From an optimization exercise on the open Yosys and OpenROAD flow, aimed at small area; shortcuts taken in it are not production practice.
Function was checked by simulation only, so behaviour that the tests miss may differ from the original.
The clock input has no modelled driver; a real chip could not lean on it and would need a root buffer or a full tree.

## rev 12
## fft_butterfly
module fft_butterfly(
    output logic [7:0] result,
    input  logic       Clock,
    input  logic       nReset,
    input  logic       ReadyIn,
    input  logic [7:0] dataIn
);
==> module debounce, before the edit <==
module debounce(
    input  logic clk,
    input  logic nReset,
    input  logic raw,
    output logic debounced
);
    logic [3:0] counter;
    logic       last_raw;
    always_ff @(posedge clk, negedge nReset) begin
        if (!nReset)
            counter <= '0;
        else if (raw != last_raw)
            counter <= '0;
        else
            counter <= counter + 1'b1;
    end
    always_ff @(posedge clk, negedge nReset) begin
        if (!nReset) begin
            last_raw  <= 1'b0;
            debounced <= 1'b0;
        end else begin
            last_raw <= raw;
            if (raw == last_raw && counter == 4'd15)
                debounced <= raw;
        end
    end
endmodule
==> module controller, before the edit <==
module controller(
    output logic       load_W,       
    output logic       load_Ra,      
    output logic       clr_B,        
    output logic       step, first, last,   
    output logic [2:0] k,            
    output logic       show,         
    output logic [1:0] sel,          
    input  logic       Clock,
    input  logic       nReset,
    input  logic       ReadyIn       
);
    logic [4:0] state, next;
    assign next[0] = (!state[0] & !state[1] & !ReadyIn) | (!state[0] & state[1] & !state[3] & ReadyIn) | (!state[0] & !state[3] & state[4]) | (!state[0] & state[1] & state[4]) | (!state[1] & state[3] & !ReadyIn) | (!state[1] & state[2] & state[3]) | (!state[0] & state[2] & state[3] & ReadyIn);
    assign next[1] = (state[0] & !state[1] & !state[3]) | (!state[0] & state[1]) | (state[0] & !state[1] & state[2]) | (state[0] & !state[1] & ReadyIn);
    assign next[2] = (state[0] & state[1] & !state[2]) | (!state[1] & state[2]) | (!state[0] & state[2]) | (!state[0] & state[1] & state[3] & !state[4] & !ReadyIn);
    assign next[3] = (state[0] & state[1] & state[2] & !state[3]) | (!state[0] & state[3]) | (!state[2] & state[3]) | (!state[1] & state[3]);
    assign next[4] = (!state[3] & state[4]) | (!state[1] & state[4]) | (!state[2] & state[4]) | (state[0] & state[1] & state[3] & !state[4]);
    always_ff @(posedge Clock, negedge nReset) begin
        if (!nReset)
            state <= 5'd8;    
        else
            state <= next;
    end
    assign load_W  = (!state[2] & state[3] & !state[4]);
    assign load_Ra = (state[3] & !state[4]) | (!state[0] & !state[2] & state[3]);
    assign clr_B   = (state[3] & !state[4]);
    assign step    = (!state[3] & state[4]);
    assign first   = (!state[0] & !state[1] & !state[2]);
    assign last    = (state[0] & state[1] & state[2]);
    assign k       = state[2:0];
    assign show    = (!state[3] & !state[4]);
    assign sel[0]  = (state[1]);
    assign sel[1]  = (state[2]);
endmodule
==> module datapath, before the edit <==
module datapath (
    output logic [7:0] result,
    input  logic [7:0] dataIn,
    input  logic       Clock,
    input  logic       load_W, load_Ra, clr_B,
    input  logic       step, first, last,
    input  logic [2:0] k,
    input  logic       show,
    input  logic [1:0] sel
);
    logic [2:0] idx;
    logic [7:0] Re_A, Re_B;
    logic       inexact;
    logic [7:0] m2;
    logic       exact;
    signed_mult mult_inst(.m2(m2), .exact(exact), .address(idx));
    logic       wneg, wzero;
    mem mem_inst(.neg(wneg), .zero(wzero), .im(sel[0]), .address(idx));
    logic       t, ceil_b, bit_b, cin, cout;
    logic [7:0] opa, opb, sum;
    assign t      = sel[1] ^ wneg;                     
    assign ceil_b = wneg & inexact & idx[0];           
    assign bit_b  = Re_A[k];                           
    assign opa    = step ? (bit_b ? (last ? ~m2 : m2) : 8'd0) :
                    sel[0] ? 8'd0 : Re_A;
    assign opb    = step ? Re_B :
                    wzero ? 8'd0 : (Re_B ^ {8{t}});
    assign cin    = step ? (last ? bit_b : exact) : (!wzero & (t ^ ceil_b));
    adder add_inst(.result(sum), .cout(cout), .a(opa), .b(opb), .cin(cin));
    always_ff @(posedge Clock) begin
        if (load_W) idx <= dataIn[2:0];
        if (step) inexact <= |Re_A[6:0];
        if (load_Ra) Re_A <= dataIn;
        if (clr_B)     Re_B <= 8'd0;
        else if (step) Re_B <= {cout ^ (last & bit_b), sum[7:1]};
    end
    assign result = show ? sum : 8'd0;
endmodule
==> module fft_butterfly, before the edit <==
module fft_butterfly(
    output logic [7:0] result,
    input  logic       Clock,
    input  logic       nReset,
    input  logic       ReadyIn,
    input  logic [7:0] dataIn
);
    logic debouncedReady;
    logic load_W, load_Ra, clr_B, step, first, last, show;
    logic [2:0] k;
    logic [1:0] sel;
    debounce debouncer (
        .clk(Clock), .nReset(nReset), .raw(ReadyIn), .debounced(debouncedReady)
    );
    controller ctrl (
        .load_W(load_W), .load_Ra(load_Ra), .clr_B(clr_B),
        .step(step), .first(first), .last(last), .k(k),
        .show(show), .sel(sel),
        .Clock(Clock), .nReset(nReset), .ReadyIn(debouncedReady)
    );
    datapath datapath_inst (
        .result(result), .dataIn(dataIn), .Clock(Clock),
        .load_W(load_W), .load_Ra(load_Ra), .clr_B(clr_B),
        .step(step), .first(first), .last(last), .k(k),
        .show(show), .sel(sel)
    );
endmodule
==> flow/config.mk <==
export PLATFORM = sky130hd
export DESIGN_NAME = fft_butterfly
export DESIGN_NICKNAME = fft_butterfly
export VERILOG_FILES = /design/flow/design.v
export SDC_FILE = /design/flow/constraint.sdc
export NUM_CORES = 4
export LEC_CHECK = 0
export CAP_MARGIN = 20
export CORE_MARGIN = 2
export CORE_UTILIZATION = 40
export SLEW_MARGIN = 20
==> flow/constraint.sdc <==
create_clock -name core_clock -period 10.0 [get_ports {Clock}]
set_input_delay 2.0000 -clock core_clock [delete_from_list [all_inputs] [get_ports {Clock}]]
set_output_delay 2.0000 -clock core_clock [all_outputs]
set_load 0.01 [all_outputs]
standard.sh (not shown) runs the stock make flow with config.mk's settings and CLKGATE_MAP_FILE= SYNTH_SCRIPT=/design/flow/synth_recipe.tcl, a recipe that flattens the netlist after the stock synthesis.
==> flow/flow/run.sh <==
#!/bin/bash
# Layout flow: the standard flow, with
#  - the smallest buffer on the ports;
#  - a one-level clock tree (flow/clock_tree.tcl) in place of ORFS's CTS,
#    with as few buffers as keep the estimated worst clock-pin slew under
#    flow/slew_target (ns).
# ORFS logs each step under orfs/logs; make's output goes to flow_*.log and
# the clock tree step's to clock_tree.log, here.
set -euo pipefail
W=$PWD
F=$W/flow
sed "s#^source \$::env(SCRIPTS_DIR)/synth_preamble.tcl\$#&\nlset abc_args 1 $F/abc_area.script#" \
    "$FLOW_HOME/scripts/synth.tcl" > synth_core.tcl
sed "s#^source \$::env(SCRIPTS_DIR)/synth.tcl\$#source $W/synth_core.tcl#" \
    synth_recipe.tcl > synth_area.tcl
grep -q "lset abc_args 1" synth_core.tcl
grep -q "synth_core.tcl" synth_area.tcl
VARS=("SYNTH_SCRIPT=$W/synth_area.tcl" "BUFFER_PORTS_ARGS=-buffer_cell sky130_fd_sc_hd__buf_1")
bash standard.sh "${VARS[@]}" place > flow_place.log 2>&1
export RESULTS=$W/orfs/results/sky130hd/fft_butterfly/base
export SLEW_TARGET=$(cat "$F/slew_target")
openroad -no_init -exit "$F/clock_tree.tcl" > clock_tree.log 2>&1
bash standard.sh "${VARS[@]}" finish > flow_finish.log 2>&1
Other scripts of this flow, unchanged in this note and not shown: flow/flow/abc_area.script, flow/flow/clock_tree.tcl, flow/flow/slew_target
### rev 12 -> rev 13
diff --git a/flow/design.v b/flow/design.v
--- a/flow/design.v
+++ b/flow/design.v
@@ -54,8 +54,6 @@
     logic [3:0] counter;
     logic       last_raw;
-    always_ff @(posedge clk, negedge nReset) begin
-        if (!nReset)
-            counter <= '0;
-        else if (raw != last_raw)
+    always_ff @(posedge clk) begin
+        if (raw != last_raw)
             counter <= '0;
         else
@@ -76,5 +74,4 @@
     output logic       load_W,       
     output logic       load_Ra,      
-    output logic       clr_B,        
     output logic       step, first, last,   
     output logic [2:0] k,            
@@ -99,5 +96,4 @@
     assign load_W  = (!state[2] & state[3] & !state[4]);
     assign load_Ra = (state[3] & !state[4]) | (!state[0] & !state[2] & state[3]);
-    assign clr_B   = (state[3] & !state[4]);
     assign step    = (!state[3] & state[4]);
     assign first   = (!state[0] & !state[1] & !state[2]);
@@ -112,5 +108,5 @@
     input  logic [7:0] dataIn,
     input  logic       Clock,
-    input  logic       load_W, load_Ra, clr_B,
+    input  logic       load_W, load_Ra,
     input  logic       step, first, last,
     input  logic [2:0] k,
@@ -133,5 +129,5 @@
     assign opa    = step ? (bit_b ? (last ? ~m2 : m2) : 8'd0) :
                     sel[0] ? 8'd0 : Re_A;
-    assign opb    = step ? Re_B :
+    assign opb    = step ? (first ? 8'd0 : Re_B) :
                     wzero ? 8'd0 : (Re_B ^ {8{t}});
     assign cin    = step ? (last ? bit_b : exact) : (!wzero & (t ^ ceil_b));
@@ -141,6 +137,5 @@
         if (step) inexact <= |Re_A[6:0];
         if (load_Ra) Re_A <= dataIn;
-        if (clr_B)     Re_B <= 8'd0;
-        else if (step) Re_B <= {cout ^ (last & bit_b), sum[7:1]};
+        if (step) Re_B <= {cout ^ (last & bit_b), sum[7:1]};
     end
     assign result = show ? sum : 8'd0;
@@ -154,5 +149,5 @@
 );
     logic debouncedReady;
-    logic load_W, load_Ra, clr_B, step, first, last, show;
+    logic load_W, load_Ra, step, first, last, show;
     logic [2:0] k;
     logic [1:0] sel;
@@ -161,5 +156,5 @@
     );
     controller ctrl (
-        .load_W(load_W), .load_Ra(load_Ra), .clr_B(clr_B),
+        .load_W(load_W), .load_Ra(load_Ra),
         .step(step), .first(first), .last(last), .k(k),
         .show(show), .sel(sel),
@@ -168,5 +163,5 @@
     datapath datapath_inst (
         .result(result), .dataIn(dataIn), .Clock(Clock),
-        .load_W(load_W), .load_Ra(load_Ra), .clr_B(clr_B),
+        .load_W(load_W), .load_Ra(load_Ra),
         .step(step), .first(first), .last(last), .k(k),
         .show(show), .sel(sel)
Findings:
Rev 13 vs rev 12: achievable frequency up slightly. In rev 13, relative area change from synthesis to final layout is higher than in rev 12. Between rev 12 and rev 13, the cell count went down. Looking at final period utilization, rev 13 sits 0.90 points lower than rev 12 does. In the metrics for rev 13 and rev 12, the one carrying the lower x dimension of the die is rev 13. Diff rev 13 and rev 12: area used by multi-input combinational logic lower in rev 13. Rev 12 reports its commonest non-fill, non-tap cell in the layout as sky130_fd_sc_hd__nor2_1 while rev 13 reports sky130_fd_sc_hd__edfxtp_1. multi-input combinational cells as the leading cell category by total area was reported by rev 12, and flip-flops and latches by rev 13.
In every run of this note, the design's own scripts or RTL, not TritonCTS, make the clock network.

[afterwards: timing with drivers on the ports]
How much do the figures lean on ideal ports? The routed layouts below were timed once more, with nothing changed but the port constraints.
Step 1 (the two cells are an assumption about what drives the block):
set clk [get_ports {Clock}]
set_driving_cell -lib_cell sky130_fd_sc_hd__clkbuf_16 $clk
set_driving_cell -lib_cell sky130_fd_sc_hd__buf_2 [delete_from_list [all_inputs] $clk]
Step 2 also shifts input and output timing later by t, the mid clock arrival at the registers, as if the neighbouring blocks saw the same clock.
Slacks: ideal / step 1 / step 2; pairs: ideal / step 1.
run | t, ns | slack for setup (ns) | hold slack, ns | slew at the worst register clock pin (ns) | cell pins on the clock port's net
rev 12 | 0.200 | 2.478 / 2.441 / 2.641 | 0.484 / 0.484 / 0.484 | 0.11 / 0.11 | 3
rev 13 | 0.194 | 2.567 / 2.525 / 2.718 | 0.456 / 0.456 / 0.456 | 0.10 / 0.10 | 4
After both steps setup and hold are still met in every run listed.
